Source: an optimization exercise on an open RTL-to-GDS flow (aim: small area, a short achievable clock period and few clock cycles). Production flows keep margins and buffers that such runs may drop. The RTL was checked by simulation tests, not by an equivalence proof against the original design.

==> inputs of build 44 <==
==> flow/design.v <==
module ALU(input [31:0] a, input [31:0] b, input sub, input [2:0] f3, input arith,
 output [31:0] sum, output [31:0] res);
wire [32:0] s = {1'b0, a} + {1'b0, b ^ {32{sub}}} + {32'b0, sub};
assign sum = s[31:0];
wire ltu = ~s[32];
wire lt = (a[31] ^ b[31]) ? a[31] : s[31];
wire left = ~f3[2];
wire [31:0] arev;
genvar i;
generate for (i = 0; i < 32; i = i + 1) begin : rv
 assign arev[i] = a[31-i];
end endgenerate
wire [31:0] shin = left ? arev : a;
wire fill = arith & a[31] & ~left;
wire signed [32:0] shs = {fill, shin};
wire [32:0] shx = shs >>> b[4:0];
wire [31:0] shr = shx[31:0];
wire [31:0] shl;
generate for (i = 0; i < 32; i = i + 1) begin : rv2
 assign shl[i] = shr[31-i];
end endgenerate
reg [31:0] r;
always @(*) begin
 case (f3)
 3'b000: r = sum;
 3'b001: r = shl;
 3'b010: r = {31'b0, lt};
 3'b011: r = {31'b0, ltu};
 3'b100: r = a ^ b;
 3'b101: r = shr;
 3'b110: r = a | b;
 default: r = a & b;
 endcase
end
assign res = r;
endmodule
module BranchCmp(input [31:0] a, input [31:0] b, input [2:0] f3, output taken);
wire eq = (a == b);
wire ltu = a < b;
wire lt = (a[31] ^ b[31]) ? a[31] : ltu;
wire c = f3[2] ? (f3[1] ? ltu : lt) : eq;
assign taken = c ^ f3[0];
endmodule
module RegFile(input clk, input rst,
 input [4:0] ra1, input [4:0] ra2, output [31:0] rd1, output [31:0] rd2,
 input we, input [4:0] wa, input [31:0] wd);
reg [31:0] r [1:31];
reg [31:1] v;
wire [31:1] wsel, s1, s2;
genvar gi;
generate for (gi = 1; gi < 32; gi = gi + 1) begin : row
 assign wsel[gi] = we & (wa == gi);
 assign s1[gi] = v[gi] & (ra1 == gi);
 assign s2[gi] = v[gi] & (ra2 == gi);
 always @(posedge clk)
  if (wsel[gi]) r[gi] <= wd;
end endgenerate
always @(posedge clk or posedge rst)
 if (rst) v <= 31'b0;
 else v <= v | wsel;
reg [31:0] o1, o2;
integer i;
always @(*) begin
 o1 = 32'b0;
 o2 = 32'b0;
 for (i = 1; i < 32; i = i + 1) begin
  o1 = o1 | ({32{s1[i]}} & r[i]);
  o2 = o2 | ({32{s2[i]}} & r[i]);
 end
end
assign rd1 = o1;
assign rd2 = o2;
endmodule
module LoadAlign(input [31:0] w, input [1:0] a, input [2:0] f3, output [31:0] d);
wire [15:0] h = a[1] ? w[31:16] : w[15:0];
wire [7:0] b = a[0] ? h[15:8] : h[7:0];
wire sgn = ~f3[2] & (f3[0] ? h[15] : b[7]);
assign d = f3[1] ? w : f3[0] ? {{16{sgn}}, h} : {{24{sgn}}, b};
endmodule
module StoreLanes(input [31:0] v, input [1:0] a, input [1:0] sz, output [31:0] wdata, output [3:0] strb);
assign wdata = sz[1] ? v : sz[0] ? {2{v[15:0]}} : {4{v[7:0]}};
assign strb = sz[1] ? 4'b1111 : sz[0] ? (a[1] ? 4'b1100 : 4'b0011) :
 (4'b0001 << a);
endmodule
module DataPath(input clk, input rst,
 output [31:0] imem_addr, input [31:0] imem_rdata,
 output [31:0] dmem_addr, output [31:0] dmem_wdata, output [3:0] dmem_wstrb,
 input [31:0] dmem_rdata,
 output halted);
reg [31:2] fa;       
reg dv;              
wire [31:2] pcd = fa - 30'd1;
reg ev;              
reg [31:2] pce;      
reg [31:0] ra, rb;   
reg [4:0] rd;
reg [31:0] imm;
reg [2:0] f3;
reg e_lui, e_auipc, e_jal, e_jalr, e_br, e_ld, e_st, e_wr, e_halt, e_brs2, e_sub, e_arith;
reg m_ld, w_ld;      
reg m_wr, w_wr;      
reg [4:0] m_rd, w_rd;
reg [2:0] m_f3, w_f3;
reg [1:0] m_a, w_a;
reg [31:2] ma;       
reg [31:0] wd;       
reg [3:0] ws;        
reg halt_r;
assign imem_addr = {fa, 2'b00};
assign dmem_addr = {ma, m_a};
assign dmem_wdata = wd;
assign dmem_wstrb = ws;
assign halted = halt_r;
wire [31:0] x = imem_rdata;
wire [4:0] xo = x[6:2];
wire x_lui   = ~xo[4] &  xo[3] &  xo[2] &  xo[0];
wire x_auipc = ~xo[4] & ~xo[3] &  xo[2] &  xo[0];
wire x_op    = ~xo[4] &  xo[3] &  xo[2] & ~xo[0];
wire x_opimm = ~xo[4] & ~xo[3] &  xo[2] & ~xo[0];
wire x_load  = ~xo[4] & ~xo[3] & ~xo[2] & ~xo[0];
wire x_store = ~xo[4] &  xo[3] & ~xo[2];
wire x_br    =  xo[4] & ~xo[2] & ~xo[0];
wire x_jalr  =  xo[4] & ~xo[2] & ~xo[1] & xo[0];
wire x_jal   =  xo[4] &  xo[1];
wire x_sys   =  xo[4] &  xo[2];
wire x_u1 = x_load | x_store | x_opimm | x_op | x_br | x_jalr;
wire x_u2 = x_br | x_store | x_op;
wire [2:0] x_f3 = x[14:12];
wire [4:0] x_rs1 = x[19:15];
wire [4:0] x_rs2 = x[24:20];
wire fU = x_lui | x_auipc;
wire fJ = x_jal;
wire fB = x_br;
wire fS = x_store;
wire fI = x_load | x_opimm | x_jalr;
wire [31:0] x_imm;
assign x_imm[31:20] = fU ? x[31:20] : {12{x[31]}};
assign x_imm[19:12] = (fU | fJ) ? x[19:12] : {8{x[31]}};
assign x_imm[11] = fU ? 1'b0 : fB ? x[7] : fJ ? x[20] : x[31];
assign x_imm[10:5] = fU ? 6'b0 : x[30:25];
assign x_imm[4:1] = fU ? 4'b0 : (fS | fB) ? x[11:8] : x[24:21];
assign x_imm[0] = fI ? x[20] : fS ? x[7] : 1'b0;
wire [31:0] x_ra, x_rb;
wire rf_we;
wire [4:0] rf_wa;
wire [31:0] rf_wd;
RegFile RF(clk, rst, x_rs1, x_rs2, x_ra, x_rb, rf_we, rf_wa, rf_wd);
wire e_go = ev & ~halt_r;
wire [31:0] opb = e_brs2 ? rb : imm;
wire [31:0] sum, alu_res;
ALU alu(ra, opb, e_sub, f3, e_arith, sum, alu_res);
wire br_t;
BranchCmp bc(ra, rb, f3, br_t);
wire [31:2] pc_imm = pce + imm[31:2];
wire [31:2] pc_4 = pce + 30'd1;
wire jalr_go = e_go & e_jalr;
wire pc_go = e_go & e_br & br_t;
wire redirect = jalr_go | pc_go;
wire ld_go = e_go & e_ld;
wire jal_e = e_go & e_jal;
wire hold = ld_go;
wire drop = dv & ld_go & (rd != 5'd0) &
 ((x_u1 & (x_rs1 == rd)) | (x_u2 & (x_rs2 == rd)));
wire [11:2] jal_lo = pcd[11:2] + {x[20], x[30:22]};
wire jal_d = dv & x_jal;
wire [31:2] fa_seq = drop ? pcd : jal_e ? pc_imm + 30'd1 :
 jal_d ? {fa[31:12], jal_lo} : hold ? fa : fa + 30'd1;
wire [31:2] fa_n = jalr_go ? sum[31:2] : pc_go ? pc_imm : fa_seq;
wire e_alu = ~(e_lui | e_auipc | e_jal | e_jalr);
wire [31:0] e_oth = e_lui ? imm : e_auipc ? {pc_imm, 2'b00} : {pc_4, 2'b00};
wire [31:0] ld_val;
LoadAlign LA(dmem_rdata, w_a, w_f3, ld_val);
assign rf_we = w_wr | (e_go & e_wr);
assign rf_wa = w_ld ? w_rd : rd;
wire [31:0] wb_oth = w_ld ? ld_val : e_oth;
assign rf_wd = (e_alu & ~w_ld) ? alu_res : wb_oth;
wire [31:0] st_data;
wire [3:0] st_strb;
StoreLanes SL(rb, sum[1:0], f3[1:0], st_data, st_strb);
wire e_kill = e_go & e_wr;
always @(posedge clk or posedge rst) begin
 if (rst) begin
  fa <= 30'd0;
  dv <= 1'b0;
  ev <= 1'b0;
  m_ld <= 1'b0; w_ld <= 1'b0;
  m_wr <= 1'b0; w_wr <= 1'b0;
  ws <= 4'b0;
  halt_r <= 1'b0;
 end else begin
  fa <= fa_n;
  dv <= ~(redirect | drop | jal_d | hold);
  ev <= dv & ~(redirect | drop);
  m_ld <= ld_go;
  m_wr <= ld_go & (rd != 5'd0);
  w_ld <= m_ld;
  w_wr <= m_wr & ~(e_kill & (rd == m_rd));
  ws <= (e_go & e_st) ? st_strb : 4'b0;
  halt_r <= halt_r | (e_go & e_halt);
 end
end
always @(posedge clk) begin
 pce <= pcd;
 ra <= (rf_we & (x_rs1 == rf_wa) & (rf_wa != 5'd0)) ? rf_wd : x_ra;
 rb <= (rf_we & (x_rs2 == rf_wa) & (rf_wa != 5'd0)) ? rf_wd : x_rb;
 rd <= x[11:7];
 imm <= x_imm;
 f3 <= x_f3;
 e_lui <= x_lui;
 e_auipc <= x_auipc;
 e_jal <= x_jal;
 e_jalr <= x_jalr;
 e_br <= x_br;
 e_ld <= x_load;
 e_st <= x_store;
 e_wr <= x_op | x_opimm | x_lui | x_auipc | x_jal | x_jalr;
 e_halt <= x_sys & x[20];
 e_brs2 <= x_op | x_br;
 e_sub <= x_br | ((x_op | x_opimm) & (x_f3[2:1] == 2'b01)) | (x_op & x[30] & (x_f3 == 3'b000));
 e_arith <= x[30];
 ma <= sum[31:2];
 wd <= st_data;
 m_rd <= rd;
 m_f3 <= f3;
 m_a <= sum[1:0];
 w_rd <= m_rd;
 w_f3 <= m_f3;
 w_a <= m_a;
end
endmodule
==> flow/flow/run.sh <==
#!/bin/bash
set -euo pipefail
bash standard.sh SETUP_SLACK_MARGIN=15 TNS_END_PERCENT=5 SKIP_GATE_CLONING=1 finish > make_finish.log 2>&1
==> flow/standard.sh <==
#!/bin/bash
# synth_recipe.tcl (not shown) runs the flow's synth.tcl, then flattens the netlist and writes it again
# the make line also repeats each setting of config.mk as NAME=value (left out here)
make -C /OpenROAD-flow-scripts/flow DESIGN_CONFIG=/design/flow/config.mk WORK_HOME=/design/flow/orfs CLKGATE_MAP_FILE= SYNTH_SCRIPT=/design/flow/synth_recipe.tcl "${@:-finish}"
==> flow/config.mk <==
export PLATFORM = sky130hd
export DESIGN_NAME = DataPath
export DESIGN_NICKNAME = DataPath
export VERILOG_FILES = /design/flow/design.v
export SDC_FILE = /design/flow/constraint.sdc
export NUM_CORES = 4
export LEC_CHECK = 0
export CAP_MARGIN = 20
export CORE_MARGIN = 2
export CORE_UTILIZATION = 40
export PLACE_DENSITY = 0.6
export SLEW_MARGIN = 20
==> flow/constraint.sdc <==
create_clock -name core_clock -period 20.0 [get_ports {clk}]
set_input_delay 4.0000 -clock core_clock [delete_from_list [all_inputs] [get_ports {clk}]]
set_output_delay 4.0000 -clock core_clock [all_outputs]
set_load 0.01 [all_outputs]
==> inputs of build 38, as changes to build 44 <==
==> flow/design.v, changed modules only <==
module ALU(input [31:0] a, input [31:0] b, input sub, input [2:0] f3, input arith,
 output [31:0] sum, output [31:0] res, output br_t);
wire [32:0] s = {1'b0, a} + {1'b0, b ^ {32{sub}}} + {32'b0, sub};
assign sum = s[31:0];
wire ltu = ~s[32];
wire lt = (a[31] ^ b[31]) ? a[31] : s[31];
wire eq = (a == b);
wire c = f3[2] ? (f3[1] ? ltu : lt) : eq;
assign br_t = c ^ f3[0];
wire left = ~f3[2];
wire [31:0] arev;
genvar i;
generate for (i = 0; i < 32; i = i + 1) begin : rv
 assign arev[i] = a[31-i];
end endgenerate
wire [31:0] shin = left ? arev : a;
wire fill = arith & a[31] & ~left;
wire signed [32:0] shs = {fill, shin};
wire [32:0] shx = shs >>> b[4:0];
wire [31:0] shr = shx[31:0];
wire [31:0] shl;
generate for (i = 0; i < 32; i = i + 1) begin : rv2
 assign shl[i] = shr[31-i];
end endgenerate
reg [31:0] r;
always @(*) begin
 case (f3)
 3'b000: r = sum;
 3'b001: r = shl;
 3'b010: r = {31'b0, lt};
 3'b011: r = {31'b0, ltu};
 3'b100: r = a ^ b;
 3'b101: r = shr;
 3'b110: r = a | b;
 default: r = a & b;
 endcase
end
assign res = r;
endmodule
module LoadSel(input [1:0] a, input [2:0] f3, output [3:0] b0, output s1_l1,
 output s1_l3, output s1_ext, output s2_w, output s2_ext, output [3:0] sg);
wire wsz = f3[1];
wire hsz = ~f3[1] & f3[0];
wire bsz = ~f3[1] & ~f3[0];
wire sgn = ~f3[2];
assign b0 = wsz ? 4'b0001 : hsz ? (a[1] ? 4'b0100 : 4'b0001) : (4'b0001 << a);
assign s1_l1 = wsz | (hsz & ~a[1]);
assign s1_l3 = hsz & a[1];
assign s1_ext = bsz;
assign s2_w = wsz;
assign s2_ext = ~wsz;
assign sg = ~sgn ? 4'b0000 : hsz ? (a[1] ? 4'b1000 : 4'b0010) : bsz ? (4'b0001 << a) : 4'b0000;
endmodule
module LoadAlign(input [31:0] w, input [3:0] b0, input s1_l1, input s1_l3,
 input s1_ext, input s2_w, input s2_ext, input [3:0] sg, output [31:0] d);
wire ext = (sg[0] & w[7]) | (sg[1] & w[15]) | (sg[2] & w[23]) | (sg[3] & w[31]);
assign d[7:0] = ({8{b0[0]}} & w[7:0]) | ({8{b0[1]}} & w[15:8]) |
 ({8{b0[2]}} & w[23:16]) | ({8{b0[3]}} & w[31:24]);
assign d[15:8] = ({8{s1_l1}} & w[15:8]) | ({8{s1_l3}} & w[31:24]) | {8{s1_ext & ext}};
assign d[31:16] = ({16{s2_w}} & w[31:16]) | {16{s2_ext & ext}};
endmodule
module DataPath(input clk, input rst,
 output [31:0] imem_addr, input [31:0] imem_rdata,
 output [31:0] dmem_addr, output [31:0] dmem_wdata, output [3:0] dmem_wstrb,
 input [31:0] dmem_rdata,
 output halted);
reg [31:2] fa;       
reg dv;              
wire [31:2] pcd = fa - 30'd1;
reg ev;              
reg [31:2] pce;      
reg [31:0] ra;       
reg [31:0] rb;       
reg [4:0] rd;
reg [31:0] imm;      
reg [2:0] f3;
reg e_lui, e_auipc, e_jal, e_jalr, e_br, e_ld, e_st, e_wr, e_halt, e_sub, e_arith;
reg e_o1, e_o2;      
reg e_jd;            
reg m_ld, w_ld;      
reg m_wr, w_wr;      
reg [4:0] m_rd, w_rd;
reg [2:0] m_f3;
reg [1:0] m_a;
reg [3:0] w_b0, w_sg;   
reg w_s1l1, w_s1l3, w_s1x, w_s2w, w_s2x;
reg [31:2] ma;       
reg [31:0] wd;       
reg [3:0] ws;        
reg halt_r;
assign imem_addr = {fa, 2'b00};
assign dmem_addr = {ma, m_a};
assign dmem_wdata = wd;
assign dmem_wstrb = ws;
assign halted = halt_r;
wire [31:0] x = imem_rdata;
wire [4:0] xo = x[6:2];
wire x_lui   = ~xo[4] &  xo[3] &  xo[2] &  xo[0];
wire x_auipc = ~xo[4] & ~xo[3] &  xo[2] &  xo[0];
wire x_op    = ~xo[4] &  xo[3] &  xo[2] & ~xo[0];
wire x_opimm = ~xo[4] & ~xo[3] &  xo[2] & ~xo[0];
wire x_load  = ~xo[4] & ~xo[3] & ~xo[2] & ~xo[0];
wire x_store = ~xo[4] &  xo[3] & ~xo[2];
wire x_br    =  xo[4] & ~xo[2] & ~xo[0];
wire x_jalr  =  xo[4] & ~xo[2] & ~xo[1] & xo[0];
wire x_jal   =  xo[4] &  xo[1];
wire x_sys   =  xo[4] &  xo[2];
wire x_u1 = x_load | x_store | x_opimm | x_op | x_br | x_jalr;
wire x_u2 = x_br | x_store | x_op;
wire [2:0] x_f3 = x[14:12];
wire [4:0] x_rs1 = x[19:15];
wire [4:0] x_rs2 = x[24:20];
wire fU = x_lui | x_auipc;
wire fJ = x_jal;
wire fB = x_br;
wire fS = x_store;
wire fI = x_load | x_opimm | x_jalr;
wire [31:0] x_imm;
assign x_imm[31:20] = fU ? x[31:20] : {12{x[31]}};
assign x_imm[19:12] = (fU | fJ) ? x[19:12] : {8{x[31]}};
assign x_imm[11] = fU ? 1'b0 : fB ? x[7] : fJ ? x[20] : x[31];
assign x_imm[10:5] = fU ? 6'b0 : x[30:25];
assign x_imm[4:1] = fU ? 4'b0 : (fS | fB) ? x[11:8] : x[24:21];
assign x_imm[0] = fI ? x[20] : fS ? x[7] : 1'b0;
wire [31:0] x_ra, x_rb;
wire rf_we;
wire [4:0] rf_wa;
wire [31:0] rf_wd;
RegFile RF(clk, rst, x_rs1, x_rs2, x_ra, x_rb, rf_we, rf_wa, rf_wd);
wire e_go = ev & ~halt_r;
wire [31:0] opb = rb;
wire [31:0] sum, alu_res;
wire br_t;
ALU alu(ra, opb, e_sub, f3, e_arith, sum, alu_res, br_t);
wire [31:2] pc_imm = pce + imm[31:2];
wire [31:2] pc_4 = pce + 30'd1;
wire jalr_go = e_go & e_jalr;
wire br_go = e_go & e_br & br_t;
wire skip = br_go & e_o2 & dv;
wire pc_go = (br_go & ~e_o1 & ~skip) | (e_go & e_jal & ~e_jd & ~e_o1);
wire redirect = jalr_go | pc_go;
wire ld_go = e_go & e_ld;
wire jal_e = e_go & e_jal & e_jd;
wire hold = ld_go;
wire drop = dv & ld_go & (rd != 5'd0) &
 ((x_u1 & (x_rs1 == rd)) | (x_u2 & (x_rs2 == rd)));
wire x_jshort = (x[31:25] == 7'd0) & (x[21:12] == 10'd0);
wire x_j4 = x_jshort & (x[24:22] == 3'd1);
wire x_jd = x_jal & x_jshort & ~x_j4;
wire [3:0] jal_l3 = {1'b0, pcd[4:2]} + {1'b0, x[24:22]};
wire [11:5] pcd_hi1 = pcd[11:5] + 7'd1;
wire [11:2] jal_lo = {jal_l3[3] ? pcd_hi1 : pcd[11:5], jal_l3[2:0]};
wire jal_d = dv & x_jd;
wire [31:2] fa_seq = jal_d ? {fa[31:12], jal_lo} :
 drop ? pcd : jal_e ? pc_imm + 30'd1 : hold ? fa : fa + 30'd1;
wire [31:2] fa_n = jalr_go ? sum[31:2] : pc_go ? pc_imm : skip ? fa + 30'd1 : fa_seq;
wire e_alu = ~(e_lui | e_auipc | e_jal | e_jalr);
wire [31:0] e_oth = e_lui ? imm : e_auipc ? {pc_imm, 2'b00} : {pc_4, 2'b00};
wire [3:0] ls_b0, ls_sg;
wire ls_s1l1, ls_s1l3, ls_s1x, ls_s2w, ls_s2x;
LoadSel LS(m_a, m_f3, ls_b0, ls_s1l1, ls_s1l3, ls_s1x, ls_s2w, ls_s2x, ls_sg);
wire [31:0] ld_val;
LoadAlign LA(dmem_rdata, w_b0, w_s1l1, w_s1l3, w_s1x, w_s2w, w_s2x, w_sg, ld_val);
assign rf_we = w_wr | (e_go & e_wr);
assign rf_wa = w_ld ? w_rd : rd;
assign rf_wd = w_ld ? ld_val : e_alu ? alu_res : e_oth;
wire [31:0] st_data;
wire [3:0] st_strb;
StoreLanes SL(imm, sum[1:0], f3[1:0], st_data, st_strb);
wire e_kill = e_go & e_wr;
wire x_brs2 = x_op | x_br;
wire byp1 = rf_we & (x_rs1 == rf_wa) & (rf_wa != 5'd0);
wire byp2 = rf_we & (x_rs2 == rf_wa) & (rf_wa != 5'd0);
always @(posedge clk or posedge rst) begin
 if (rst) begin
  fa <= 30'd0;
  dv <= 1'b0;
  ev <= 1'b0;
  m_ld <= 1'b0; w_ld <= 1'b0;
  m_wr <= 1'b0; w_wr <= 1'b0;
  ws <= 4'b0;
  halt_r <= 1'b0;
 end else begin
  fa <= fa_n;
  dv <= ~(redirect | drop | (jal_d & ~skip) | hold);
  ev <= dv & ~(redirect | drop | skip);
  m_ld <= ld_go;
  m_wr <= ld_go & (rd != 5'd0);
  w_ld <= m_ld;
  w_wr <= m_wr & ~(e_kill & (rd == m_rd));
  ws <= (e_go & e_st) ? st_strb : 4'b0;
  halt_r <= halt_r | (e_go & e_halt);
 end
end
always @(posedge clk) begin
 pce <= pcd;
 ra <= byp1 ? rf_wd : x_ra;
 rb <= x_brs2 ? (byp2 ? rf_wd : x_rb) : x_imm;
 imm <= x_store ? (byp2 ? rf_wd : x_rb) : x_imm;
 rd <= x[11:7];
 f3 <= x_f3;
 e_lui <= x_lui;
 e_auipc <= x_auipc;
 e_jal <= x_jal;
 e_jalr <= x_jalr;
 e_br <= x_br;
 e_ld <= x_load;
 e_st <= x_store;
 e_wr <= x_op | x_opimm | x_lui | x_auipc | x_jal | x_jalr;
 e_halt <= x_sys & x[20];
 e_o1 <= (x_imm == 32'd4);
 e_jd <= x_jd;
 e_o2 <= (x_imm == 32'd8);
 e_sub <= x_br | ((x_op | x_opimm) & (x_f3[2:1] == 2'b01)) | (x_op & x[30] & (x_f3 == 3'b000));
 e_arith <= x[30];
 ma <= sum[31:2];
 wd <= st_data;
 m_rd <= rd;
 m_f3 <= f3;
 m_a <= sum[1:0];
 w_rd <= m_rd;
 w_b0 <= ls_b0;
 w_sg <= ls_sg;
 w_s1l1 <= ls_s1l1;
 w_s1l3 <= ls_s1l3;
 w_s1x <= ls_s1x;
 w_s2w <= ls_s2w;
 w_s2x <= ls_s2x;
end
endmodule
// module BranchCmp removed
==> flow/flow/run.sh (replaced) <==
#!/bin/bash
# Own layout flow: the standard ORFS layout (standard.sh) on the design's
# clock and constraints, with these changes to how the layout is made:
# - the port buffers are buf_4 (by default buffer_ports picked a slow delay
#   buffer), and sizing may change a cell's footprint.
# - clock tree sinks are clustered 20 to a buffer (fewer clock buffers).
# make's full output goes to make_finish.log here; ORFS's per-step logs are
# under orfs/logs.
set -euo pipefail
bash standard.sh SETUP_SLACK_MARGIN=15 TNS_END_PERCENT=2 SKIP_GATE_CLONING=1 \
  "BUFFER_PORTS_ARGS=-buffer_cell sky130_fd_sc_hd__buf_4" MATCH_CELL_FOOTPRINT=0 \
  CTS_CLUSTER_SIZE=20 CTS_CLUSTER_DIAMETER=60 \
  finish > make_finish.log 2>&1
==> summary of the runs <==
- Against build 38, the clock skew of build 44 is lower by 0.043 ns.
- Build 44 produced a clean layout. Build 38 passed the timing, design-rule and antenna checks.
- Of build 44 and build 38, build 44 has the higher maximum frequency (gap 3.4%, measured against build 38).
- Between build 44 and build 38, the lower global-route usage is in build 38 (gap 0.64 points).
- Of build 44 and build 38, build 44 has the higher count of clock-buffer cells in the layout (gap 77).
- Of build 44 and build 38, build 44 has the higher synthesized cell count (gap about 0.6%, measured against build 38).
Testbench counts of build 44, summed over its fixed seeds: cycles 15,745.
Testbench counts of build 38, summed over its fixed seeds: cycles 15,183.

-- separate check: timing with driven ports --
Ports are ideal in the flow. The routed layouts listed here were re-timed in OpenROAD. Step 1, drivers: a clkbuf_16 drives clk and a buf_2 each remaining input, both assumed. Step 2 adds t to the input delays and takes it off the output delays; t is the mean of the earliest and latest rising clock arrival at the registers after step 1. Input paths then give back, and output paths get back, about the clock's delay inside the block. Slacks: no drivers / after step 1 / after step 2; pairs: no drivers / after step 1.
run | shift t [ns] | slack for setup (ns) | worst setup path after step 2 | worst slew at a driven data input, ns | pins driven straight from the clock port
build 44 | 0.905 | 14.170 / 14.226 / 13.320 | input to register | 0.08 | 1
build 38 | 0.844 | 13.973 / 13.996 / 13.152 | input to register | 0.20 | 1
After both steps setup and hold are still met in every run listed. For build 44, which loses most, drivers alone change the setup slack by +0.056 ns; drivers and shift together by -0.850 ns.
